Background: an optimization exercise with open tools, aiming at small area. Do not read the settings as production practice. The RTL was checked by simulation tests, not by an equivalence proof against the original design. Power and IR drop assume default switching activity.

$ cat design/flow/config.mk
export PLATFORM = sky130hd
export DESIGN_NAME = framewriter
export DESIGN_NICKNAME = framewriter
export VERILOG_FILES = /design/flow/design.v
export SDC_FILE = /design/flow/constraint.sdc
export NUM_CORES = 4
export LEC_CHECK = 0
export CAP_MARGIN = 20
export CORE_MARGIN = 2
export CORE_UTILIZATION = 65
export SLEW_MARGIN = 20
export SYNTH_MEMORY_MAX_BITS = 65536
$ cat design/flow/constraint.sdc
create_clock -name core_clock -period 11.0 [get_ports {axi_aclk}]
set_input_delay 2.2000 -clock core_clock [delete_from_list [all_inputs] [get_ports {axi_aclk}]]
set_output_delay 2.2000 -clock core_clock [all_outputs]
set_load 0.01 [all_outputs]
$ cat design/flow/design.v
`timescale 1 ns / 1 ps
module framewriter #
(
    parameter integer SLAVE_REG_WIDTH   = 16, 
    parameter integer BRAM_ADDR_WIDTH   = 32, 
    parameter integer BRAM_DATA_WIDTH   = 32, 
    parameter integer BRAM_WE_WIDTH     = 4  
)
(
    (* DONT_TOUCH = "yes" *) input wire [SLAVE_REG_WIDTH-1:0] axi_framewriter_x,
    (* DONT_TOUCH = "yes" *) input wire [SLAVE_REG_WIDTH-1:0] axi_framewriter_y,
    (* mark_debug = "true" *) input wire [31:0] axi_char_bitmap_low,
    (* mark_debug = "true" *) input wire [31:0] axi_char_bitmap_high,
    (* mark_debug = "true" *) input wire [31:0] axi_char_x,
    (* mark_debug = "true" *) input wire [31:0] axi_char_y,
    input wire [31:0] p1_name,
    input wire [31:0] p2_name,
    input wire [31:0] game_state_archery_fsm, 
    input wire left_btn,
    input wire right_btn,
    input wire [15:0] axi_Z_dist,
    input wire [15:0]  axi_arrow_vel,
    input wire [7:0]  wind_x_in,
    input wire [7:0]  wind_y_in,
    input wire [8:0]  aim_x,
    input wire [7:0]  aim_y,
    input wire [8:0]  land_x,
    input wire [7:0]  land_y,
    input wire result_valid,
    (* DONT_TOUCH = "yes" *) output wire [BRAM_ADDR_WIDTH-1:0] bram_address, 
    (* DONT_TOUCH = "yes" *) output wire [BRAM_DATA_WIDTH-1:0] bram_write_data, 
    (* DONT_TOUCH = "yes" *) input  wire [BRAM_DATA_WIDTH-1:0] bram_read_data, 
    (* DONT_TOUCH = "yes" *) output wire [BRAM_WE_WIDTH-1:0] bram_write_enable,
    input wire [3:0] game_state,
    output wire bram_en, 
    output wire bram_rst, 
    output wire bram_clk, 
    input wire axi_awvalid,
    input wire axi_awready,
    input wire axi_wvalid,
    input wire axi_wready,
    input wire axi_aclk,
    input wire axi_aresetn,
    input wire vsync_trigger,
    output wire dbg_out_pixel_to_write,
    output wire dbg_out_is_crosshair_pixel,
    output wire dbg_out_is_target_pixel,
    output wire dbg_out_is_square_pixel
);
    localparam IDLE = 2'b00, READ = 2'b01, WAIT = 2'b10, WRITE = 2'b11;
    reg [1:0] state;
    reg [8:0] px;             
    reg [7:0] py;             
    reg       vs1, vs2;
    reg       lb_d, rb_d;
    reg [1:0] menu_sel;
    reg [3:0] mode;           
    reg [6:0] s1_lat, s2_lat;
    reg [2:0] round_lat;
    reg [1:0] arrow_lat;
    reg [8:0] xl;             
    reg [7:0] yl;             
    reg [8:0] p1_ax, p1_lx, p2_ax, p2_lx;
    reg [7:0] p1_ay, p1_ly, p2_ay, p2_ly;
    reg       p1_v, p2_v;     
    reg [7:0] ascii_q;        
    reg       rom_on_q;
    reg       cross_q;
    reg [5:0] dyn_sel_q;      
    reg       dyn_on_q;
    reg [3:0] col_q;          
    wire is_idle  = (state == IDLE);
    wire is_read  = (state == READ);
    wire is_wait  = (state == WAIT);
    wire is_write = (state == WRITE);
    wire x_last = (px == 9'd319);
    wire y_last = (py == 8'd239);
    wire [3:0] fsm_state = game_state_archery_fsm[3:0];
    always @(posedge axi_aclk) begin
        vs1 <= vsync_trigger;
        vs2 <= vs1;
        lb_d <= left_btn;
        rb_d <= right_btn;
    end
    wire vsync_start = vs2 & ~vs1;
    always @(posedge axi_aclk) begin
        if (!axi_aresetn) state <= IDLE;
        else case (state)
            IDLE:  state <= vsync_start ? READ : IDLE;
            READ:  state <= WAIT;
            WAIT:  state <= WRITE;
            WRITE: state <= (x_last && y_last) ? IDLE : READ;
        endcase
    end
    always @(posedge axi_aclk) begin
        if (!axi_aresetn) begin
            px <= 9'd0; py <= 8'd0;
        end else if (is_write) begin
            if (x_last) begin
                px <= 9'd0;
                py <= y_last ? 8'd0 : py + 8'd1;
            end else
                px <= px + 9'd1;
        end
    end
    always @(posedge axi_aclk) begin
        if (!axi_aresetn) mode <= 4'd0;
        else if (is_idle) mode <= game_state_archery_fsm[3:0];
    end
    always @(posedge axi_aclk) begin
        if (is_idle) begin
            s1_lat    <= game_state_archery_fsm[22:16];
            s2_lat    <= game_state_archery_fsm[15:9];
            round_lat <= game_state_archery_fsm[8:6];
            arrow_lat <= game_state_archery_fsm[5:4];
            xl <= (|axi_framewriter_x[15:9]) ? 9'h1ff : axi_framewriter_x[8:0];
            yl <= (|axi_framewriter_y[15:8]) ? 8'hff : axi_framewriter_y[7:0];
        end
    end
    wire left_pressed  = left_btn & ~lb_d;
    wire right_pressed = right_btn & ~rb_d;
    always @(posedge axi_aclk) begin
        if (!axi_aresetn) menu_sel <= 2'd0;
        else if (mode == 4'd1) begin
            if (left_pressed)
                menu_sel <= (menu_sel == 2'd0) ? 2'd2 : menu_sel - 2'd1;
            else if (right_pressed)
                menu_sel <= (menu_sel == 2'd2) ? 2'd0 : menu_sel + 2'd1;
        end
    end
    wire cap1 = result_valid && fsm_state >= 4'd2 && fsm_state <= 4'd4;
    wire cap2 = result_valid && fsm_state >= 4'd6 && fsm_state <= 4'd8;
    always @(posedge axi_aclk) begin
        if (!axi_aresetn) begin
            p1_v <= 1'b0; p2_v <= 1'b0;
        end else begin
            if (cap1) p1_v <= 1'b1;
            if (cap2) p2_v <= 1'b1;
        end
    end
    always @(posedge axi_aclk) begin
        if (cap1) begin
            p1_ax <= aim_x; p1_ay <= aim_y; p1_lx <= land_x; p1_ly <= land_y;
        end
        if (cap2) begin
            p2_ax <= aim_x; p2_ay <= aim_y; p2_lx <= land_x; p2_ly <= land_y;
        end
    end
    function cross_at;
        input [8:0] x;
        input [7:0] y;
        input [8:0] cx;
        input [7:0] cy;
        reg [9:0] dx;
        reg [8:0] dy;
        reg wx, wy;
        begin
            dx = {1'b0, x} - {1'b0, cx};
            dy = {1'b0, y} - {1'b0, cy};
            wx = (cx >= 9'd5) && ((dx[9:3] == 7'd0 && dx[2:0] <= 3'd5) || (dx[9:3] == 7'h7f && dx[2:0] >= 3'd3));
            wy = (cy >= 8'd5) && ((dy[8:3] == 6'd0 && dy[2:0] <= 3'd5) || (dy[8:3] == 6'h3f && dy[2:0] >= 3'd3));
            cross_at = (dy == 9'd0 && wx) || (dx == 10'd0 && wy);
        end
    endfunction
    wire cross_now =
        cross_at(px, py, xl, yl) ||
        (p1_v && (cross_at(px, py, p1_ax, p1_ay) || cross_at(px, py, p1_lx, p1_ly))) ||
        (p2_v && (cross_at(px, py, p2_ax, p2_ay) || cross_at(px, py, p2_lx, p2_ly)));
    wire [9:0] bx = {1'b0, px} - {1'b0, axi_char_x[8:0]};
    wire [8:0] by = {1'b0, py} - {1'b0, axi_char_y[7:0]};
    wire in_dyn = ~|axi_char_x[31:9] && ~|axi_char_y[31:8] &&
                  (bx < 10'd7) && (by < 9'd9);
    wire [5:0] dyn_idx = {by[3:0], 3'b000} - {2'b00, by[3:0]} + {3'b000, bx[2:0]};
    wire [63:0] bm_shift = {axi_char_bitmap_high[30:0], axi_char_bitmap_low, 1'b0};
    wire m0 = (mode == 4'd0), m1 = (mode == 4'd1), m10 = (mode == 4'd10), m12 = (mode == 4'd12);
    wire m26 = (mode == 4'd2) || (mode == 4'd6);
    wire m48 = (mode == 4'd4) || (mode == 4'd8);
    wire act_A = m0 && py >= 8'd20 && py < 8'd52;
    wire act_B = m0 && py >= 8'd80 && py < 8'd112;
    wire act_C = m0 && py >= 8'd130 && py < 8'd148;
    wire act_D = m0 && py >= 8'd210 && py < 8'd228;
    wire act_E = m1 && py >= 8'd40 && py < 8'd58;
    wire act_F = m1 && py >= 8'd90 && py < 8'd108 && (px < 9'd190);
    wire act_G = m1 && py >= 8'd91 && py < 8'd109 && (px >= 9'd190);
    wire act_H = m1 && py >= 8'd120 && py < 8'd138 && (px < 9'd190);
    wire act_I = m1 && py >= 8'd121 && py < 8'd139 && (px >= 9'd190);
    wire act_J = m1 && py >= 8'd210 && py < 8'd219;
    wire act_K1 = m1 && py >= 8'd170 && py < 8'd179 && (px < 9'd120);
    wire act_K2 = m1 && py >= 8'd170 && py < 8'd179 && (px >= 9'd120 && px < 9'd200);
    wire act_K3 = m1 && py >= 8'd170 && py < 8'd179 && (px >= 9'd200);
    wire act_L = m26 && py >= 8'd10 && py < 8'd28;
    wire act_M = m26 && py >= 8'd30 && py < 8'd48;
    wire act_N = m26 && py >= 8'd50 && py < 8'd59;
    wire act_P = m48 && py >= 8'd140 && py < 8'd158;
    wire act_Q = m10 && py >= 8'd20 && py < 8'd38;
    wire act_R1 = m10 && py >= 8'd110 && py < 8'd128 && (px < 9'd160);
    wire act_R2 = m10 && py >= 8'd110 && py < 8'd128 && (px >= 9'd160);
    wire act_S = m10 && py >= 8'd210 && py < 8'd228;
    wire act_T = m12 && py >= 8'd111 && py < 8'd129;
    wire act_O = m48 && py >= 8'd100 && py < 8'd127 && px >= 9'd10 && px < 9'd312;
    wire [8:0] x0sel = ({9{act_A}} & 9'd5) | ({9{act_B}} & 9'd90) | ({9{act_C}} & 9'd15) | ({9{act_D}} & 9'd30) | ({9{act_E}} & 9'd24) | ({9{act_F}} & 9'd30) | ({9{act_G}} & 9'd205) | ({9{act_H}} & 9'd30) | ({9{act_I}} & 9'd205) | ({9{act_J}} & 9'd40) | ({9{act_K1}} & 9'd55) | ({9{act_K2}} & 9'd140) | ({9{act_K3}} & 9'd220) | ({9{act_L}} & 9'd220) | ({9{act_M}} & 9'd220) | ({9{act_N}} & 9'd220) | ({9{act_P}} & 9'd8) | ({9{act_Q}} & 9'd56) | ({9{act_R1}} & 9'd90) | ({9{act_R2}} & 9'd200) | ({9{act_S}} & 9'd20) | ({9{act_T}} & 9'd88) | x0_calc;
    wire [8:0] wsel = ({9{act_A}} & 9'd310) | ({9{act_B}} & 9'd128) | ({9{act_C}} & 9'd297) | ({9{act_D}} & 9'd256) | ({9{act_E}} & 9'd272) | ({9{act_F}} & 9'd144) | ({9{act_G}} & 9'd35) | ({9{act_H}} & 9'd144) | ({9{act_I}} & 9'd35) | ({9{act_J}} & 9'd272) | ({9{act_K1}} & 9'd32) | ({9{act_K2}} & 9'd24) | ({9{act_K3}} & 9'd32) | ({9{act_L}} & 9'd92) | ({9{act_M}} & 9'd92) | ({9{act_N}} & 9'd16) | ({9{act_P}} & 9'd304) | ({9{act_Q}} & 9'd208) | ({9{act_R1}} & 9'd32) | ({9{act_R2}} & 9'd32) | ({9{act_S}} & 9'd260) | ({9{act_T}} & 9'd144);
    wire [7:0] y0sel = ({8{act_A}} & 8'd20) | ({8{act_B}} & 8'd80) | ({8{act_C}} & 8'd130) | ({8{act_D}} & 8'd210) | ({8{act_E}} & 8'd40) | ({8{act_F}} & 8'd90) | ({8{act_G}} & 8'd91) | ({8{act_H}} & 8'd120) | ({8{act_I}} & 8'd121) | ({8{act_J}} & 8'd210) | ({8{act_K1}} & 8'd170) | ({8{act_K2}} & 8'd170) | ({8{act_K3}} & 8'd170) | ({8{act_L}} & 8'd10) | ({8{act_M}} & 8'd30) | ({8{act_N}} & 8'd50) | ({8{act_P}} & 8'd140) | ({8{act_Q}} & 8'd20) | ({8{act_R1}} & 8'd110) | ({8{act_R2}} & 8'd110) | ({8{act_S}} & 8'd210) | ({8{act_T}} & 8'd111) | ({8{act_O}} & 8'd100);
    wire k0 = act_J | act_K1 | act_K2 | act_K3 | act_N;
    wire k1 = act_C | act_D | act_E | act_F | act_G | act_H | act_I | act_L | act_M | act_P | act_Q | act_R1 | act_R2 | act_S | act_T;
    wire k2 = act_A | act_B;
    wire act_any = act_A | act_B | act_C | act_D | act_E | act_F | act_G | act_H | act_I | act_J | act_K1 | act_K2 | act_K3 | act_L | act_M | act_N | act_P | act_Q | act_R1 | act_R2 | act_S | act_T;
    reg [3:0] calc_idx;
    always @(*) begin
        calc_idx = 4'd0;
        if (px >= 9'd24) calc_idx = 4'd1;
        if (px >= 9'd48) calc_idx = 4'd2;
        if (px >= 9'd72) calc_idx = 4'd3;
        if (px >= 9'd96) calc_idx = 4'd4;
        if (px >= 9'd120) calc_idx = 4'd5;
        if (px >= 9'd144) calc_idx = 4'd6;
        if (px >= 9'd168) calc_idx = 4'd7;
        if (px >= 9'd192) calc_idx = 4'd8;
        if (px >= 9'd216) calc_idx = 4'd9;
        if (px >= 9'd240) calc_idx = 4'd10;
        if (px >= 9'd264) calc_idx = 4'd11;
        if (px >= 9'd288) calc_idx = 4'd12;
    end
    wire [8:0] x0_calc = {9{act_O}} & ({calc_idx, 3'b000} + {calc_idx, 4'b0000});
    wire [9:0] u = {1'b0, px} - {1'b0, x0sel};
    wire [7:0] v = py - y0sel;
    wire in_txt = act_O | (act_any & ~u[9] & (u[8:0] < wsel));
    reg [2:0] rx_calc;
    always @(*) begin
        rx_calc = 3'd0;
        if (u[4:0] >= 5'd3) rx_calc = 3'd1;
        if (u[4:0] >= 5'd6) rx_calc = 3'd2;
        if (u[4:0] >= 5'd9) rx_calc = 3'd3;
        if (u[4:0] >= 5'd12) rx_calc = 3'd4;
        if (u[4:0] >= 5'd15) rx_calc = 3'd5;
        if (u[4:0] >= 5'd18) rx_calc = 3'd6;
        if (u[4:0] >= 5'd21) rx_calc = 3'd7;
    end
    reg [3:0] ry_calc;
    always @(*) begin
        ry_calc = 4'd0;
        if (v[4:0] >= 5'd3) ry_calc = 4'd1;
        if (v[4:0] >= 5'd6) ry_calc = 4'd2;
        if (v[4:0] >= 5'd9) ry_calc = 4'd3;
        if (v[4:0] >= 5'd12) ry_calc = 4'd4;
        if (v[4:0] >= 5'd15) ry_calc = 4'd5;
        if (v[4:0] >= 5'd18) ry_calc = 4'd6;
        if (v[4:0] >= 5'd21) ry_calc = 4'd7;
        if (v[4:0] >= 5'd24) ry_calc = 4'd8;
    end
    wire [2:0] rx = ({3{k0}} & u[2:0]) | ({3{k1}} & u[3:1]) | ({3{k2}} & u[4:2]) | ({3{act_O}} & rx_calc);
    wire [3:0] ry = ({4{k0}} & v[3:0]) | ({4{k1}} & v[4:1]) | ({4{k2}} & v[5:2]) | ({4{act_O}} & ry_calc);
    wire [5:0] cidx = ({6{k0}} & u[8:3]) | ({6{k1}} & {1'b0, u[8:4]}) | ({6{k2}} & {2'b0, u[8:5]});
    wire [7:0] nm_lo = (mode == 4'd2) ? p1_name[7:0] : p2_name[7:0];
    wire [7:0] nm_hi = (mode == 4'd2) ? p1_name[15:8] : p2_name[15:8];
    wire [7:0] sc1_hi = 8'd48 + {5'd0, s1_lat[6:4]};
    wire [7:0] sc1_lo = (s1_lat[3:0] < 4'd10) ? 8'd48 + {4'd0, s1_lat[3:0]} : 8'd55 + {4'd0, s1_lat[3:0]};
    wire [7:0] sc2_hi = 8'd48 + {5'd0, s2_lat[6:4]};
    wire [7:0] sc2_lo = (s2_lat[3:0] < 4'd10) ? 8'd48 + {4'd0, s2_lat[3:0]} : 8'd55 + {4'd0, s2_lat[3:0]};
    wire [7:0] rnd_ch = 8'd48 + {5'd0, round_lat};
    wire [7:0] arw_ch = 8'd48 + {6'd0, arrow_lat};
    wire [20:0] cdec;
    assign cdec[0] = (cidx == 6'd0);
    assign cdec[1] = (cidx == 6'd1);
    assign cdec[2] = (cidx == 6'd2);
    assign cdec[3] = (cidx == 6'd3);
    assign cdec[4] = (cidx == 6'd4);
    assign cdec[5] = (cidx == 6'd5);
    assign cdec[6] = (cidx == 6'd6);
    assign cdec[7] = (cidx == 6'd7);
    assign cdec[8] = (cidx == 6'd8);
    assign cdec[9] = (cidx == 6'd9);
    assign cdec[10] = (cidx == 6'd10);
    assign cdec[11] = (cidx == 6'd11);
    assign cdec[12] = (cidx == 6'd12);
    assign cdec[13] = (cidx == 6'd13);
    assign cdec[14] = (cidx == 6'd14);
    assign cdec[15] = (cidx == 6'd15);
    assign cdec[16] = (cidx == 6'd16);
    assign cdec[17] = (cidx == 6'd17);
    assign cdec[18] = (cidx == 6'd18);
    assign cdec[19] = (cidx == 6'd19);
    assign cdec[20] = (cidx == 6'd20);
    wire [7:0] ch_const;
    assign ch_const[0] = (act_A & cdec[0]) | (act_A & cdec[1]) | (act_A & cdec[2]) | (act_A & cdec[3]) | (act_A & cdec[5]) | (act_A & cdec[8]) | (act_B & cdec[2]) | (act_B & cdec[3]) | (act_C & cdec[0]) | (act_C & cdec[2]) | (act_C & cdec[4]) | (act_C & cdec[6]) | (act_C & cdec[9]) | (act_C & cdec[11]) | (act_C & cdec[13]) | (act_C & cdec[14]) | (act_D & cdec[2]) | (act_D & cdec[3]) | (act_D & cdec[4]) | (act_D & cdec[6]) | (act_D & cdec[7]) | (act_D & cdec[10]) | (act_E & cdec[0]) | (act_E & cdec[3]) | (act_E & cdec[8]) | (act_E & cdec[9]) | (act_E & cdec[10]) | (act_E & cdec[13]) | (act_E & cdec[16]) | (act_F & cdec[2]) | (act_F & cdec[3]) | (act_F & cdec[4]) | (act_F & cdec[7]) | (act_H & cdec[2]) | (act_H & cdec[3]) | (act_H & cdec[4]) | (act_J & cdec[1]) | (act_J & cdec[3]) | (act_J & cdec[6]) | (act_J & cdec[7]) | (act_J & cdec[8]) | (act_J & cdec[12]) | (act_J & cdec[13]) | (act_J & cdec[14]) | (act_J & cdec[16]) | (act_J & cdec[19]) | (act_K1 & cdec[0]) | (act_K1 & cdec[1]) | (act_K1 & cdec[2]) | (act_K1 & cdec[3]) | (act_K2 & cdec[0]) | (act_K2 & cdec[1]) | (act_K3 & cdec[1]) | (act_L & cdec[1]) | (act_L & cdec[2]) | (act_M & cdec[0]) | (act_M & cdec[3]) | (act_M & cdec[4]) | (act_P & cdec[2]) | (act_P & cdec[3]) | (act_P & cdec[4]) | (act_P & cdec[5]) | (act_P & cdec[6]) | (act_P & cdec[8]) | (act_P & cdec[13]) | (act_P & cdec[14]) | (act_P & cdec[16]) | (act_P & cdec[17]) | (act_P & cdec[18]) | (act_Q & cdec[1]) | (act_Q & cdec[2]) | (act_Q & cdec[7]) | (act_Q & cdec[8]) | (act_Q & cdec[9]) | (act_Q & cdec[12]) | (act_S & cdec[1]) | (act_S & cdec[2]) | (act_S & cdec[9]) | (act_S & cdec[12]) | (act_S & cdec[13]) | (act_T & cdec[0]) | (act_T & cdec[1]) | (act_T & cdec[2]) | (act_T & cdec[3]) | (act_T & cdec[5]) | (act_T & cdec[7]);
    assign ch_const[1] = (act_A & cdec[0]) | (act_A & cdec[3]) | (act_A & cdec[5]) | (act_A & cdec[6]) | (act_A & cdec[8]) | (act_B & cdec[0]) | (act_B & cdec[2]) | (act_C & cdec[1]) | (act_C & cdec[2]) | (act_C & cdec[5]) | (act_C & cdec[14]) | (act_C & cdec[15]) | (act_D & cdec[1]) | (act_D & cdec[3]) | (act_D & cdec[4]) | (act_D & cdec[6]) | (act_D & cdec[8]) | (act_D & cdec[11]) | (act_D & cdec[13]) | (act_D & cdec[15]) | (act_E & cdec[1]) | (act_E & cdec[4]) | (act_E & cdec[11]) | (act_E & cdec[14]) | (act_E & cdec[15]) | (act_E & cdec[16]) | (act_F & cdec[5]) | (act_F & cdec[8]) | (act_H & cdec[5]) | (act_H & cdec[7]) | (act_H & cdec[8]) | (act_J & cdec[5]) | (act_J & cdec[11]) | (act_J & cdec[13]) | (act_J & cdec[14]) | (act_J & cdec[17]) | (act_J & cdec[20]) | (act_K1 & cdec[2]) | (act_K3 & cdec[2]) | (act_L & cdec[0]) | (act_L & cdec[1]) | (act_L & cdec[3]) | (act_M & cdec[1]) | (act_M & cdec[2]) | (act_M & cdec[3]) | (act_M & cdec[4]) | (act_P & cdec[3]) | (act_P & cdec[5]) | (act_P & cdec[6]) | (act_P & cdec[9]) | (act_P & cdec[12]) | (act_P & cdec[13]) | (act_P & cdec[14]) | (act_P & cdec[15]) | (act_P & cdec[17]) | (act_P & cdec[18]) | (act_Q & cdec[0]) | (act_Q & cdec[1]) | (act_Q & cdec[3]) | (act_Q & cdec[6]) | (act_Q & cdec[8]) | (act_Q & cdec[12]) | (act_S & cdec[0]) | (act_S & cdec[1]) | (act_S & cdec[3]) | (act_S & cdec[10]) | (act_S & cdec[11]) | (act_S & cdec[12]) | (act_S & cdec[13]) | (act_T & cdec[0]) | (act_T & cdec[5]) | (act_T & cdec[6]) | (act_T & cdec[8]);
    assign ch_const[2] = (act_A & cdec[0]) | (act_A & cdec[5]) | (act_A & cdec[7]) | (act_B & cdec[0]) | (act_B & cdec[2]) | (act_C & cdec[4]) | (act_C & cdec[9]) | (act_C & cdec[10]) | (act_C & cdec[12]) | (act_C & cdec[14]) | (act_C & cdec[15]) | (act_D & cdec[2]) | (act_D & cdec[7]) | (act_D & cdec[8]) | (act_D & cdec[9]) | (act_D & cdec[10]) | (act_D & cdec[14]) | (act_D & cdec[15]) | (act_E & cdec[0]) | (act_E & cdec[1]) | (act_E & cdec[2]) | (act_E & cdec[3]) | (act_E & cdec[7]) | (act_E & cdec[10]) | (act_E & cdec[14]) | (act_E & cdec[15]) | (act_E & cdec[16]) | (act_F & cdec[1]) | (act_F & cdec[4]) | (act_H & cdec[1]) | (act_H & cdec[4]) | (act_J & cdec[0]) | (act_J & cdec[3]) | (act_J & cdec[5]) | (act_J & cdec[7]) | (act_J & cdec[8]) | (act_J & cdec[12]) | (act_J & cdec[16]) | (act_J & cdec[17]) | (act_J & cdec[18]) | (act_J & cdec[19]) | (act_K1 & cdec[0]) | (act_K2 & cdec[0]) | (act_K2 & cdec[1]) | (act_K2 & cdec[2]) | (act_K3 & cdec[3]) | (act_L & cdec[1]) | (act_L & cdec[2]) | (act_L & cdec[3]) | (act_L & cdec[4]) | (act_M & cdec[3]) | (act_M & cdec[4]) | (act_P & cdec[9]) | (act_P & cdec[13]) | (act_P & cdec[14]) | (act_P & cdec[16]) | (act_Q & cdec[1]) | (act_Q & cdec[2]) | (act_Q & cdec[3]) | (act_Q & cdec[4]) | (act_Q & cdec[7]) | (act_Q & cdec[9]) | (act_Q & cdec[10]) | (act_Q & cdec[11]) | (act_S & cdec[1]) | (act_S & cdec[2]) | (act_S & cdec[3]) | (act_S & cdec[4]) | (act_S & cdec[12]) | (act_S & cdec[13]) | (act_T & cdec[0]) | (act_T & cdec[2]) | (act_T & cdec[3]) | (act_T & cdec[5]) | (act_T & cdec[6]) | (act_T & cdec[7]);
    assign ch_const[3] = (act_A & cdec[1]) | (act_A & cdec[2]) | (act_A & cdec[5]) | (act_C & cdec[3]) | (act_C & cdec[6]) | (act_C & cdec[11]) | (act_C & cdec[13]) | (act_C & cdec[14]) | (act_C & cdec[15]) | (act_D & cdec[8]) | (act_D & cdec[15]) | (act_E & cdec[1]) | (act_E & cdec[7]) | (act_E & cdec[9]) | (act_E & cdec[13]) | (act_E & cdec[14]) | (act_E & cdec[16]) | (act_F & cdec[1]) | (act_F & cdec[3]) | (act_F & cdec[8]) | (act_H & cdec[1]) | (act_H & cdec[3]) | (act_H & cdec[8]) | (act_J & cdec[1]) | (act_J & cdec[5]) | (act_J & cdec[7]) | (act_J & cdec[17]) | (act_K1 & cdec[3]) | (act_K2 & cdec[0]) | (act_K3 & cdec[0]) | (act_L & cdec[1]) | (act_L & cdec[3]) | (act_M & cdec[3]) | (act_P & cdec[1]) | (act_P & cdec[2]) | (act_P & cdec[4]) | (act_P & cdec[8]) | (act_P & cdec[9]) | (act_P & cdec[13]) | (act_Q & cdec[1]) | (act_Q & cdec[3]) | (act_Q & cdec[10]) | (act_S & cdec[1]) | (act_S & cdec[3]) | (act_S & cdec[12]) | (act_T & cdec[2]) | (act_T & cdec[5]);
    assign ch_const[4] = (act_A & cdec[0]) | (act_A & cdec[3]) | (act_A & cdec[4]) | (act_A & cdec[6]) | (act_A & cdec[7]) | (act_A & cdec[8]) | (act_B & cdec[1]) | (act_C & cdec[1]) | (act_C & cdec[5]) | (act_C & cdec[6]) | (act_C & cdec[12]) | (act_D & cdec[0]) | (act_D & cdec[1]) | (act_D & cdec[3]) | (act_D & cdec[4]) | (act_D & cdec[9]) | (act_D & cdec[11]) | (act_D & cdec[14]) | (act_E & cdec[2]) | (act_E & cdec[4]) | (act_E & cdec[6]) | (act_E & cdec[9]) | (act_E & cdec[11]) | (act_F & cdec[0]) | (act_F & cdec[3]) | (act_F & cdec[5]) | (act_F & cdec[7]) | (act_F & cdec[8]) | (act_H & cdec[0]) | (act_H & cdec[3]) | (act_H & cdec[5]) | (act_H & cdec[7]) | (act_H & cdec[8]) | (act_J & cdec[0]) | (act_J & cdec[1]) | (act_J & cdec[2]) | (act_J & cdec[10]) | (act_J & cdec[11]) | (act_J & cdec[13]) | (act_J & cdec[14]) | (act_J & cdec[18]) | (act_J & cdec[20]) | (act_K1 & cdec[2]) | (act_K1 & cdec[3]) | (act_K3 & cdec[2]) | (act_L & cdec[0]) | (act_L & cdec[2]) | (act_M & cdec[1]) | (act_M & cdec[2]) | (act_M & cdec[4]) | (act_P & cdec[0]) | (act_P & cdec[2]) | (act_P & cdec[3]) | (act_P & cdec[6]) | (act_P & cdec[11]) | (act_P & cdec[12]) | (act_P & cdec[15]) | (act_P & cdec[17]) | (act_P & cdec[18]) | (act_Q & cdec[0]) | (act_Q & cdec[2]) | (act_Q & cdec[6]) | (act_Q & cdec[8]) | (act_Q & cdec[9]) | (act_Q & cdec[11]) | (act_Q & cdec[12]) | (act_S & cdec[0]) | (act_S & cdec[2]) | (act_S & cdec[10]) | (act_S & cdec[11]) | (act_S & cdec[13]) | (act_T & cdec[6]) | (act_T & cdec[8]);
    assign ch_const[5] = (act_A & cdec[1]) | (act_A & cdec[2]) | (act_A & cdec[4]) | (act_A & cdec[5]) | (act_A & cdec[6]) | (act_A & cdec[7]) | (act_A & cdec[8]) | (act_C & cdec[1]) | (act_C & cdec[2]) | (act_C & cdec[3]) | (act_C & cdec[4]) | (act_C & cdec[5]) | (act_C & cdec[6]) | (act_C & cdec[10]) | (act_C & cdec[11]) | (act_C & cdec[12]) | (act_C & cdec[13]) | (act_C & cdec[14]) | (act_C & cdec[15]) | (act_D & cdec[1]) | (act_D & cdec[2]) | (act_D & cdec[3]) | (act_D & cdec[4]) | (act_D & cdec[7]) | (act_D & cdec[8]) | (act_D & cdec[9]) | (act_D & cdec[10]) | (act_D & cdec[11]) | (act_D & cdec[14]) | (act_D & cdec[15]) | (act_E & cdec[1]) | (act_E & cdec[2]) | (act_E & cdec[3]) | (act_E & cdec[4]) | (act_E & cdec[7]) | (act_E & cdec[8]) | (act_E & cdec[9]) | (act_E & cdec[10]) | (act_E & cdec[11]) | (act_E & cdec[14]) | (act_E & cdec[15]) | (act_E & cdec[16]) | (act_F & cdec[1]) | (act_F & cdec[2]) | (act_F & cdec[3]) | (act_F & cdec[4]) | (act_F & cdec[5]) | (act_F & cdec[7]) | (act_F & cdec[8]) | (act_H & cdec[1]) | (act_H & cdec[2]) | (act_H & cdec[3]) | (act_H & cdec[4]) | (act_H & cdec[5]) | (act_H & cdec[7]) | (act_H & cdec[8]) | (act_J & cdec[1]) | (act_J & cdec[2]) | (act_J & cdec[3]) | (act_J & cdec[5]) | (act_J & cdec[6]) | (act_J & cdec[7]) | (act_J & cdec[8]) | (act_J & cdec[10]) | (act_J & cdec[11]) | (act_J & cdec[12]) | (act_J & cdec[13]) | (act_J & cdec[14]) | (act_K1 & cdec[0]) | (act_K1 & cdec[1]) | (act_K1 & cdec[2]) | (act_K1 & cdec[3]) | (act_K2 & cdec[0]) | (act_K2 & cdec[1]) | (act_K2 & cdec[2]) | (act_K3 & cdec[0]) | (act_K3 & cdec[1]) | (act_K3 & cdec[2]) | (act_K3 & cdec[3]);
    assign ch_const[6] = (act_A & cdec[0]) | (act_A & cdec[1]) | (act_A & cdec[2]) | (act_A & cdec[3]) | (act_A & cdec[4]) | (act_A & cdec[5]) | (act_A & cdec[6]) | (act_A & cdec[7]) | (act_A & cdec[8]) | (act_B & cdec[0]) | (act_B & cdec[1]) | (act_B & cdec[2]) | (act_B & cdec[3]) | (act_C & cdec[0]) | (act_C & cdec[1]) | (act_C & cdec[2]) | (act_C & cdec[3]) | (act_C & cdec[4]) | (act_C & cdec[5]) | (act_C & cdec[6]) | (act_C & cdec[9]) | (act_C & cdec[10]) | (act_C & cdec[11]) | (act_C & cdec[12]) | (act_C & cdec[13]) | (act_C & cdec[14]) | (act_C & cdec[15]) | (act_D & cdec[0]) | (act_D & cdec[1]) | (act_D & cdec[2]) | (act_D & cdec[3]) | (act_D & cdec[4]) | (act_D & cdec[6]) | (act_D & cdec[7]) | (act_D & cdec[8]) | (act_D & cdec[9]) | (act_D & cdec[10]) | (act_D & cdec[11]) | (act_D & cdec[13]) | (act_D & cdec[14]) | (act_D & cdec[15]) | (act_E & cdec[0]) | (act_E & cdec[1]) | (act_E & cdec[2]) | (act_E & cdec[3]) | (act_E & cdec[4]) | (act_E & cdec[6]) | (act_E & cdec[7]) | (act_E & cdec[8]) | (act_E & cdec[9]) | (act_E & cdec[10]) | (act_E & cdec[11]) | (act_E & cdec[13]) | (act_E & cdec[14]) | (act_E & cdec[15]) | (act_E & cdec[16]) | (act_F & cdec[0]) | (act_F & cdec[1]) | (act_F & cdec[2]) | (act_F & cdec[3]) | (act_F & cdec[4]) | (act_F & cdec[5]) | (act_H & cdec[0]) | (act_H & cdec[1]) | (act_H & cdec[2]) | (act_H & cdec[3]) | (act_H & cdec[4]) | (act_H & cdec[5]) | (act_J & cdec[0]) | (act_J & cdec[1]) | (act_J & cdec[2]) | (act_J & cdec[3]) | (act_J & cdec[5]) | (act_J & cdec[6]) | (act_J & cdec[7]) | (act_J & cdec[8]) | (act_J & cdec[10]) | (act_J & cdec[11]) | (act_J & cdec[12]) | (act_J & cdec[13]) | (act_J & cdec[14]) | (act_J & cdec[16]) | (act_J & cdec[17]) | (act_J & cdec[18]) | (act_J & cdec[19]) | (act_J & cdec[20]) | (act_K1 & cdec[0]) | (act_K1 & cdec[1]) | (act_K1 & cdec[2]) | (act_K1 & cdec[3]) | (act_K2 & cdec[0]) | (act_K2 & cdec[1]) | (act_K2 & cdec[2]) | (act_K3 & cdec[0]) | (act_K3 & cdec[1]) | (act_K3 & cdec[2]) | (act_K3 & cdec[3]) | (act_L & cdec[0]) | (act_L & cdec[1]) | (act_L & cdec[2]) | (act_L & cdec[3]) | (act_L & cdec[4]) | (act_M & cdec[0]) | (act_M & cdec[1]) | (act_M & cdec[2]) | (act_M & cdec[3]) | (act_M & cdec[4]) | (act_P & cdec[0]) | (act_P & cdec[1]) | (act_P & cdec[2]) | (act_P & cdec[3]) | (act_P & cdec[4]) | (act_P & cdec[5]) | (act_P & cdec[6]) | (act_P & cdec[8]) | (act_P & cdec[9]) | (act_P & cdec[11]) | (act_P & cdec[12]) | (act_P & cdec[13]) | (act_P & cdec[14]) | (act_P & cdec[15]) | (act_P & cdec[16]) | (act_P & cdec[17]) | (act_P & cdec[18]) | (act_Q & cdec[0]) | (act_Q & cdec[1]) | (act_Q & cdec[2]) | (act_Q & cdec[3]) | (act_Q & cdec[4]) | (act_Q & cdec[6]) | (act_Q & cdec[7]) | (act_Q & cdec[8]) | (act_Q & cdec[9]) | (act_Q & cdec[10]) | (act_Q & cdec[11]) | (act_Q & cdec[12]) | (act_S & cdec[0]) | (act_S & cdec[1]) | (act_S & cdec[2]) | (act_S & cdec[3]) | (act_S & cdec[4]) | (act_S & cdec[9]) | (act_S & cdec[10]) | (act_S & cdec[11]) | (act_S & cdec[12]) | (act_S & cdec[13]) | (act_T & cdec[0]) | (act_T & cdec[1]) | (act_T & cdec[2]) | (act_T & cdec[3]) | (act_T & cdec[5]) | (act_T & cdec[6]) | (act_T & cdec[7]) | (act_T & cdec[8]);
    assign ch_const[7] = 1'b0;
    wire [7:0] ch_calc;
    assign ch_calc[0] = (calc_idx == 4'd0) | (calc_idx == 4'd1) | (calc_idx == 4'd3) | (calc_idx == 4'd4) | (calc_idx == 4'd6) | (calc_idx == 4'd8) | (calc_idx == 4'd10);
    assign ch_calc[1] = (calc_idx == 4'd0) | (calc_idx == 4'd3) | (calc_idx == 4'd9) | (calc_idx == 4'd10);
    assign ch_calc[2] = (calc_idx == 4'd2) | (calc_idx == 4'd4) | (calc_idx == 4'd5) | (calc_idx == 4'd7) | (calc_idx == 4'd9) | (calc_idx == 4'd10);
    assign ch_calc[3] = (calc_idx == 4'd2) | (calc_idx == 4'd5) | (calc_idx == 4'd8) | (calc_idx == 4'd9);
    assign ch_calc[4] = (calc_idx == 4'd4) | (calc_idx == 4'd7);
    assign ch_calc[5] = 1'b0;
    assign ch_calc[6] = (calc_idx == 4'd0) | (calc_idx == 4'd1) | (calc_idx == 4'd2) | (calc_idx == 4'd3) | (calc_idx == 4'd4) | (calc_idx == 4'd5) | (calc_idx == 4'd6) | (calc_idx == 4'd7) | (calc_idx == 4'd8) | (calc_idx == 4'd9) | (calc_idx == 4'd10);
    assign ch_calc[7] = 1'b0;
    wire [7:0] ch = ch_const | ({8{act_O}} & ch_calc) |
        ({8{act_G & cdec[0]}} & p1_name[7:0]) |
        ({8{act_G & cdec[1]}} & p1_name[15:8]) |
        ({8{act_G & cdec[2]}} & p1_name[15:8]) |
        ({8{act_I & cdec[0]}} & p2_name[7:0]) |
        ({8{act_I & cdec[1]}} & p2_name[15:8]) |
        ({8{act_I & cdec[2]}} & p2_name[15:8]) |
        ({8{act_N & cdec[0]}} & nm_lo) |
        ({8{act_N & cdec[1]}} & nm_hi) |
        ({8{act_R1 & cdec[0]}} & sc1_hi) |
        ({8{act_R1 & cdec[1]}} & sc1_lo) |
        ({8{act_R2 & cdec[0]}} & sc2_hi) |
        ({8{act_R2 & cdec[1]}} & sc2_lo) |
        ({8{act_S & cdec[6]}} & rnd_ch) |
        ({8{act_S & cdec[15]}} & arw_ch);
    wire [39:0] gbits =
        ({40{ascii_q == 8'd47}} & 40'h0421084210) |
        ({40{ascii_q == 8'd48}} & 40'h03a33ae62e) |
        ({40{ascii_q == 8'd49}} & 40'h03884210c4) |
        ({40{ascii_q == 8'd50}} & 40'h07c226422e) |
        ({40{ascii_q == 8'd51}} & 40'h03a306422e) |
        ({40{ascii_q == 8'd52}} & 40'h0211f4a988) |
        ({40{ascii_q == 8'd53}} & 40'h03a3083c3f) |
        ({40{ascii_q == 8'd54}} & 40'h03a317845c) |
        ({40{ascii_q == 8'd55}} & 40'h008422221f) |
        ({40{ascii_q == 8'd56}} & 40'h03a317462e) |
        ({40{ascii_q == 8'd57}} & 40'h01910f462e) |
        ({40{ascii_q == 8'd58}} & 40'h0000400080) |
        ({40{ascii_q == 8'd65}} & 40'h04631fc62e) |
        ({40{ascii_q == 8'd66}} & 40'h03e317c62f) |
        ({40{ascii_q == 8'd67}} & 40'h03a210862e) |
        ({40{ascii_q == 8'd68}} & 40'h01d318c62f) |
        ({40{ascii_q == 8'd69}} & 40'h07c217843f) |
        ({40{ascii_q == 8'd70}} & 40'h004217843f) |
        ({40{ascii_q == 8'd71}} & 40'h03a31e862e) |
        ({40{ascii_q == 8'd72}} & 40'h04631fc631) |
        ({40{ascii_q == 8'd73}} & 40'h038842108e) |
        ({40{ascii_q == 8'd75}} & 40'h0452519531) |
        ({40{ascii_q == 8'd76}} & 40'h07c2108421) |
        ({40{ascii_q == 8'd77}} & 40'h046318d771) |
        ({40{ascii_q == 8'd78}} & 40'h04631cd671) |
        ({40{ascii_q == 8'd79}} & 40'h03a318c62e) |
        ({40{ascii_q == 8'd80}} & 40'h004217c62f) |
        ({40{ascii_q == 8'd82}} & 40'h045257c62f) |
        ({40{ascii_q == 8'd83}} & 40'h03e107043e) |
        ({40{ascii_q == 8'd84}} & 40'h010842109f) |
        ({40{ascii_q == 8'd85}} & 40'h03a318c631) |
        ({40{ascii_q == 8'd86}} & 40'h011518c631) |
        ({40{ascii_q == 8'd87}} & 40'h047758c631) |
        ({40{ascii_q == 8'd88}} & 40'h0462a22a31) |
        ({40{ascii_q == 8'd89}} & 40'h0108422a31) |
        ({40{ascii_q == 8'd90}} & 40'h07c222221f) |
        ({40{ascii_q == 8'd97}} & 40'h07a3e83800) |
        ({40{ascii_q == 8'd98}} & 40'h03e318dc21) |
        ({40{ascii_q == 8'd99}} & 40'h03a218b800) |
        ({40{ascii_q == 8'd100}} & 40'h07a318fa10) |
        ({40{ascii_q == 8'd101}} & 40'h0383f8b800) |
        ({40{ascii_q == 8'd102}} & 40'h0084278a4c) |
        ({40{ascii_q == 8'd103}} & 40'h743d18f800) |
        ({40{ascii_q == 8'd104}} & 40'h046318bc21) |
        ({40{ascii_q == 8'd105}} & 40'h0388421804) |
        ({40{ascii_q == 8'd106}} & 40'h3252843008) |
        ({40{ascii_q == 8'd107}} & 40'h045274c421) |
        ({40{ascii_q == 8'd108}} & 40'h0388421086) |
        ({40{ascii_q == 8'd109}} & 40'h04635aec00) |
        ({40{ascii_q == 8'd110}} & 40'h046318bc00) |
        ({40{ascii_q == 8'd111}} & 40'h03a318b800) |
        ({40{ascii_q == 8'd112}} & 40'h085f18bc00) |
        ({40{ascii_q == 8'd113}} & 40'h843d18f800) |
        ({40{ascii_q == 8'd114}} & 40'h004219b400) |
        ({40{ascii_q == 8'd115}} & 40'h03e0e0f800) |
        ({40{ascii_q == 8'd116}} & 40'h0324213c42) |
        ({40{ascii_q == 8'd117}} & 40'h002d98c620) |
        ({40{ascii_q == 8'd118}} & 40'h019294211c) |
        ({40{ascii_q == 8'd119}} & 40'h0023bac620) |
        ({40{ascii_q == 8'd120}} & 40'h0022a22a20) |
        ({40{ascii_q == 8'd121}} & 40'h001d0f4620) |
        ({40{ascii_q == 8'd122}} & 40'h003e2223e0);
    wire [4:0] grow = gbits[ry[2:0] * 5 +: 5];
    wire glyph_on = (rx == 3'd1) ? grow[0] : (rx == 3'd2) ? grow[1] : (rx == 3'd3) ? grow[2] :
                    (rx == 3'd4) ? grow[3] : (rx == 3'd5) ? grow[4] : 1'b0;
    wire rom_on_now = in_txt & ~ry[3] & glyph_on;
    always @(posedge axi_aclk) begin
        if (is_read) begin
            ascii_q   <= ch;
            rom_on_q  <= rom_on_now;
            cross_q   <= cross_now;
            dyn_sel_q <= in_dyn ? ~dyn_idx : 6'd0;
        end
        if (is_wait)
            dyn_on_q <= bm_shift[dyn_sel_q];
    end
    localparam C_BLACK = 4'b0000, C_WHITE = 4'b1110, C_RED = 4'b1000, C_GREEN = 4'b0100,
               C_BLUE = 4'b0010, C_YELLOW = 4'b1100, C_TURQ = 4'b0110, C_GREY = 4'b0001,
               C_ORANGE = 4'b1101;
    wire [9:0] tdx = {1'b0, px} - 10'd160;
    wire [8:0] tdy = {1'b0, py} - 9'd120;
    wire [8:0] adx = tdx[9] ? (9'd0 - tdx[8:0]) : tdx[8:0];
    wire [7:0] ady = tdy[8] ? (8'd0 - tdy[7:0]) : tdy[7:0];
    wire far = (adx > 9'd100) || (ady > 8'd100);
    wire [6:0] a7 = adx[6:0];
    wire [6:0] b7 = ady[6:0];
    wire [14:0] dsq = a7 * a7 + b7 * b7;
    reg [3:0] target_c;
    always @(*) begin
        if      (far || dsq > 10000) target_c = C_GREEN;
        else if (dsq > 9801)  target_c = C_BLACK;
        else if (dsq > 8100)  target_c = C_WHITE;
        else if (dsq > 7921)  target_c = C_BLACK;
        else if (dsq > 6724)  target_c = C_WHITE;
        else if (dsq > 5329)  target_c = C_BLACK;
        else if (dsq > 5184)  target_c = C_WHITE;
        else if (dsq > 4225)  target_c = C_BLACK;
        else if (dsq > 4096)  target_c = C_WHITE;
        else if (dsq > 3136)  target_c = C_TURQ;
        else if (dsq > 3025)  target_c = C_BLACK;
        else if (dsq > 2304)  target_c = C_TURQ;
        else if (dsq > 2209)  target_c = C_BLACK;
        else if (dsq > 1521)  target_c = C_RED;
        else if (dsq > 1444)  target_c = C_BLACK;
        else if (dsq > 961)   target_c = C_RED;
        else if (dsq > 900)   target_c = C_BLACK;
        else if (dsq > 484)   target_c = C_YELLOW;
        else if (dsq > 441)   target_c = C_BLACK;
        else                  target_c = C_YELLOW;
    end
    wire box_rows  = (py >= 8'd155 && py <= 8'd192);
    wire is_box_easy   = (px >= 9'd40  && px <= 9'd111) && box_rows;
    wire is_box_medium = (px >= 9'd124 && px <= 9'd195) && box_rows;
    wire is_box_hard   = (px >= 9'd208 && px <= 9'd279) && box_rows;
    wire brd_rows = (py <= 8'd157 || py >= 8'd190);
    wire is_border_easy   = is_box_easy   && (px <= 9'd42  || px >= 9'd109 || brd_rows);
    wire is_border_medium = is_box_medium && (px <= 9'd126 || px >= 9'd193 || brd_rows);
    wire is_border_hard   = is_box_hard   && (px <= 9'd210 || px >= 9'd277 || brd_rows);
    function tri_at;
        input [8:0] x;
        input [7:0] y;
        input [8:0] c;
        begin
            tri_at = (y == 8'd196 && x == c) ||
                     (y == 8'd197 && x >= c - 9'd1 && x <= c + 9'd1) ||
                     (y == 8'd198 && x >= c - 9'd2 && x <= c + 9'd2) ||
                     (y == 8'd199 && x >= c - 9'd3 && x <= c + 9'd3) ||
                     (y == 8'd200 && x >= c - 9'd4 && x <= c + 9'd4);
        end
    endfunction
    wire is_tri_easy   = tri_at(px, py, 9'd75);
    wire is_tri_medium = tri_at(px, py, 9'd159);
    wire is_tri_hard   = tri_at(px, py, 9'd243);
    wire stands = ((px >= 9'd90 && px <= 9'd100) || (px >= 9'd220 && px <= 9'd230)) && (py < 8'd50);
    reg [3:0] col;
    always @(*) begin
        case (mode)
            4'd0: begin
                col = C_WHITE;
                if (py >= 8'd150 && py < 8'd160) col = C_TURQ;
                if (py >= 8'd170 && py < 8'd180) col = C_ORANGE;
                if (rom_on_q) begin
                    if (py < 8'd70 && px < 9'd135) col = C_BLACK;
                    else if (py < 8'd135) col = C_TURQ;
                    else col = C_BLACK;
                end
            end
            4'd1: begin
                col = C_WHITE;
                if (py >= 8'd20 && py < 8'd25) col = C_TURQ;
                if (py >= 8'd30 && py < 8'd35) col = C_ORANGE;
                if (is_box_easy || is_box_medium || is_box_hard) col = C_GREY;
                if ((menu_sel == 2'd0 && is_border_easy) ||
                    (menu_sel == 2'd1 && is_border_medium) ||
                    (menu_sel == 2'd2 && is_border_hard)) col = C_TURQ;
                if ((menu_sel == 2'd0 && is_tri_easy) ||
                    (menu_sel == 2'd1 && is_tri_medium) ||
                    (menu_sel == 2'd2 && is_tri_hard)) col = C_ORANGE;
                if (rom_on_q) col = C_BLACK;
            end
            4'd2, 4'd6: begin
                col = target_c;
                if (stands) col = C_BLACK;
                if (rom_on_q && px >= 9'd220 && py < 8'd80) col = C_WHITE;
            end
            4'd3, 4'd7: begin
                col = target_c;
                if (stands) col = C_BLACK;
            end
            4'd4, 4'd8: col = rom_on_q ? C_WHITE : C_BLUE;
            4'd10: begin
                col = C_BLACK;
                if (px >= 9'd60  && px <= 9'd150 && py >= 8'd80 && py <= 8'd160) col = C_BLUE;
                if (px >= 9'd170 && px <= 9'd260 && py >= 8'd80 && py <= 8'd160) col = C_RED;
                if (rom_on_q) col = C_WHITE;
            end
            4'd12: begin
                col = (px >= 9'd80 && px <= 9'd240 && py >= 8'd60 && py <= 8'd180) ? C_GREY : C_BLACK;
                if (rom_on_q) col = C_WHITE;
            end
            default: col = C_BLACK;
        endcase
        if (dyn_on_q) col = C_WHITE;
        if ((mode == 4'd2 || mode == 4'd3 || mode == 4'd6 || mode == 4'd7) && cross_q)
            col = C_WHITE;
    end
    always @(posedge axi_aclk) begin
        if (is_write) col_q <= col;
    end
    wire cr = col_q[3], cg = col_q[2], cb = col_q[1], cx4 = col_q[0];
    wire [7:0] red_byte   = {cr, cr | cx4, cr, cr, 4'h0};
    wire [7:0] green_byte = {cg, cg ^ cx4, cg & ~cx4, cg, 4'h0};
    wire [7:0] blue_byte  = {cb, cb | (cx4 & ~cr), cb, cb, 4'h0};
    wire [10:0] addr_hi = {1'b0, py, 2'b00} + {3'b000, py} + {8'b0, px[8:6]};
    assign bram_address      = {13'd0, addr_hi, px[5:0], 2'b00};
    assign bram_write_data   = {8'h00, red_byte, green_byte, blue_byte};
    assign bram_en           = ~is_idle;
    assign bram_write_enable = {4{is_write}};
    assign bram_clk          = 1'b0;
    assign bram_rst          = !axi_aresetn;
    assign dbg_out_pixel_to_write     = is_write;
    assign dbg_out_is_crosshair_pixel = cross_q;
    assign dbg_out_is_target_pixel    = 1'b0;
    assign dbg_out_is_square_pixel    = (px >= 9'd110 && px <= 9'd210) && (py >= 8'd70 && py <= 8'd170);
endmodule
$ cat design/flow/run.sh
#!/bin/bash
# synth_recipe.tcl (not shown) runs the flow's synth.tcl, then flattens the netlist and writes it again
# the make line also repeats each setting of config.mk as NAME=value (left out here)
make -C /OpenROAD-flow-scripts/flow DESIGN_CONFIG=/design/flow/config.mk WORK_HOME=/design/flow/orfs CLKGATE_MAP_FILE= SYNTH_SCRIPT=/design/flow/synth_recipe.tcl finish
==> out/metrics.cfg <==
[clock_tree]
cts_max_level = 4
clock_path_buffers = 2
cts_hold_buffers = 0
numCtsBuffers = 17
clockRootBuffer = clkbuf_16
cts.clk_slew.worst_paths_ns = 0.06
cts_resized = 0
clock_sinks = 156
post_cts_buffers = 0
cts_tree = done
worst_skew_pair.late_latency_ns = 0.48

[die]
rows = 73
num_io_pins = 459
initial_utilization_pct = 65.55
die-area_mm2 = 0.04159
die_x_um = 203.9
die_h_um = 203.9
fp.coreArea_mm2 = 0.03964

[grt]
grtUsageTotal_pct = 50.22
antenna_found_initial = 6
grt_pass1_vias = 29800
grt_remaining_overflow = 0
grt_max_degree = 80
grt_pass1_wl_um = 163700

[route]
drt-pass1-iter-count = 11
drt_iter0_markers = 5602
routed_wl_um = 105900
dr_total_vias = 30340
drc = 0
drtAntennaViolNets = 0
via_per_inst = 7.413
post_drt_wl_per_cell_um = 25.89

[run]
cap_violations = 0

[timing]
fmax_mhz = 103.3
layout_min_cycle_time_ns = 9.684
finClkSkew_ns = 0.01543
finalSetupTns_ns = 0
post-route-period-util_pct = 88.04
rsz0062_at_grt = no
worst_pin_slew_ns = 1.121
setup_viol_count_final = 0
relSlewSlack_pct = 24.55
finalMaxSlewViolations = 0
hold_viol = 0

[run_status]
status = timing/DRC/antenna clean

[yosys]
synth_top_area_cell = edfxtp_1
netlist.area_leader.share_pct = 14.45
ys_async_sr_fraction_pct = 0
synth_seq_cells = 156
yosysUniqueCellTypes = 119
synth-edff-count = 125
yosys_most_used_dff = edfxtp_1
avgSynthCellArea_um2 = 7.672
synthCells = 3387
yosys_warnings = 1
ys_seq_area_share_pct = 16.83
netlist_top_cells_area = edfxtp_1 (14%), ha_1 (11%), fa_1 (5.3%)
syn_area_mm2 = 0.02598

[layout]
drive_gt1_share_pct = 6.203
fillers = 2899
area.growth.synth_to_final_pct = 13.55
seqCellArea_mm2 = 0.004384
finalInstanceArea_mm2 = 0.02951
final_net_count = 4235
multi_input_area_mm2 = 0.01952

[min_path]
hold_class = flop to flop
hold_depth = 0
holdPathEnd = vs2
min-delay-start = vs1

[worst_setup_path]
r2r_end = ascii_q[6]
critPathArrivalTime_ns = 9.87
path_class = flop to flop
timing.critical_path.from = px[0]
cp_max_fo = 13
r2r-start = px[0]
cpPeakStageDelay_ns = 0.74
cp_slowest_cell = xnor2_1
crit_path_end_kind = flop
cp_data_required_time_ns = 11.19
worst_setup_path_start_kind = flop
r2r.worst_path.cells = 30
r2r_slack_ns = 1.32

[pwr]
powerDensity_mw_per_mm2 = 88.96
ir_worst_vdd_uv = 133.3
leakagePower_nw = 12.20

[place]
dpl_cell_area_mm2 = 0.02890
hpwl_um = 74900
place_congestion = 1.197
port_buffers = 291

## sequential cells by signal (all words and copies together) (netlist names), 9 cells and up
signal / cells
p1_lx: 9
p1_ax: 9
xl: 9
p2_lx: 9
p2_ax: 9
px: 9
## worst max-delay path: cells and delay by family, from the launching register on
| kind | cells | cell delay (ns) |
|---|---|---|
| xor gates and xnor gates | 2 | 0.92 |
| AOI/OAI and AO/OA | 14 | 3.87 |
| DFF | 1 | 0.30 |
| buffers and inverters | 2 | 0.29 |
| and+or+nand+nor | 9 | 2.98 |
| adders and majority gates | 3 | 1.02 |
## cell type report
cell class | count | share of cell area [%]
Multi-Input combinational cell | 2746 | 66.14
Sequential cell | 156 | 14.86
Timing Repair Buffer | 341 | 11.15
Inverter | 288 | 3.664
Tap cell | 525 | 2.226
Clock buffer | 19 | 1.501
Clock inverter | 13 | 0.4198
Antenna cell | 4 | 0.03392
## where the power goes
part | leakage (nW) | internal (mW) | switching (mW)
registers | 1.39 | 0.737 | 0.0831
clock network | 0.283 | 0.304 | 0.287
logic | 10.5 | 0.453 | 0.760
total | 12.2 | 1.49 | 1.13
## worst max path at each step
stage	cells past startpoint	end
global placement	26	ascii_q[4]
floorplan	29	col_q[2]
detailed placement	30	col_q[2]
CTS	30	col_q[2]
finish	30	ascii_q[6]
global route	30	ascii_q[6]
## Yosys cell counts, drive strengths merged (20+ instances only)
cell type	number
a2111oi	24
a211oi	40
a21o	43
a21oi	244
a22oi	35
a31oi	35
and2	21
and3	31
buf	121
clkbuf	112
dfxtp	31
edfxtp	125
fa	69
ha	232
inv	283
mux2i	29
mux4	20
nand2	285
nand2b	31
nand3	95
nand4	49
nor2	302
nor2b	43
nor3	117
nor4	78
o2111ai	24
o211ai	41
o21a	30
o21ai	220
o21bai	31
o22ai	48
or2	40
or3	24
xnor2	105
xor2	37
## logic make-up after synthesis
family / count (synthesis) / share of synthesized area [%]
AND/OR/NAND/NOR: 1204 / 23.70
XOR/XNOR: 142 / 4.786
adder cells (fa/ha/maj): 301 / 16.49
AO/OA/AOI/OAI: 1005 / 26.23
other: 1 / 0.01443
flip-flops: 156 / 16.83
multiplexers: 57 / 3.197
buffers and inverters: 521 / 8.749
## placed cells by master, fill, tap and decap left out, types with 68 or more instances in the layout
master	n
o21ai_0	213
nor3_1	113
xnor2_1	105
fa_1	69
clkdlybuf4s50_1	291
nor4_1	68
nand3_1	92
ha_1	230
edfxtp_1	125
nor2_1	302
a21oi_1	242
nand2_1	285
inv_1	282
## per-layer routing
metal  up-vias  share of wire [%]  GRT usage [%]
li1      12780                  -              -
met4         8                8.8          35.40
met1     13710                 33          57.65
met3       928                 15          17.79
met2      2909                 44          77.96
met5         -               0.11          1.310
## through the flow
stage | power, mW | worst slack (ns) | cells | util [%] | hold WS [ns]
6_report | 2.625 | 1.316 | 4092 | 74.43 | 0.4909
5_1_grt | 2.720 | 1.100 | 4088 | 74.41 | 0.5018
4_1_cts | 2.548 | 1.913 | 4086 | 74.33 | 0.4856
3_5_place_dp | 1.956 | 2.019 | 4054 | 72.90 | 0.4711
3_3_place_gp | 1.915 | 2.196 | 4054 | 72.90 | 0.4567
2_1_floorplan | 1.579 | 2.538 | 3423 | - | 0.3259

what the ideal ports hide:
No port has a modelled driver above. Below, the same layout with a new extraction and two added sets of constraints.
Step 1 (the two cells are an assumption about what drives the block):
set clk [get_ports {axi_aclk}]
set_driving_cell -lib_cell sky130_fd_sc_hd__clkbuf_16 $clk
set_driving_cell -lib_cell sky130_fd_sc_hd__buf_2 [delete_from_list [all_inputs] $clk]
Step 2 times the ports against the registers' clock, not the clock port: input delays grow and output delays shrink by t, the midpoint of the rising clock arrivals with the driver on.
Three values: no drivers, after step 1, after step 2; two values: the first two.
t, ns: 0.534
slack for setup (ns): 1.316 / 1.316 / 1.316
hold slack, ns: 0.491 / 0.491 / 0.491
worst setup path at the end: register to register
worst data-port slew with drivers (ns): 0.07
After both steps this run still meets setup and hold. For this run, drivers alone change the setup slack by 0.000 ns; drivers and shift together by 0.000 ns.
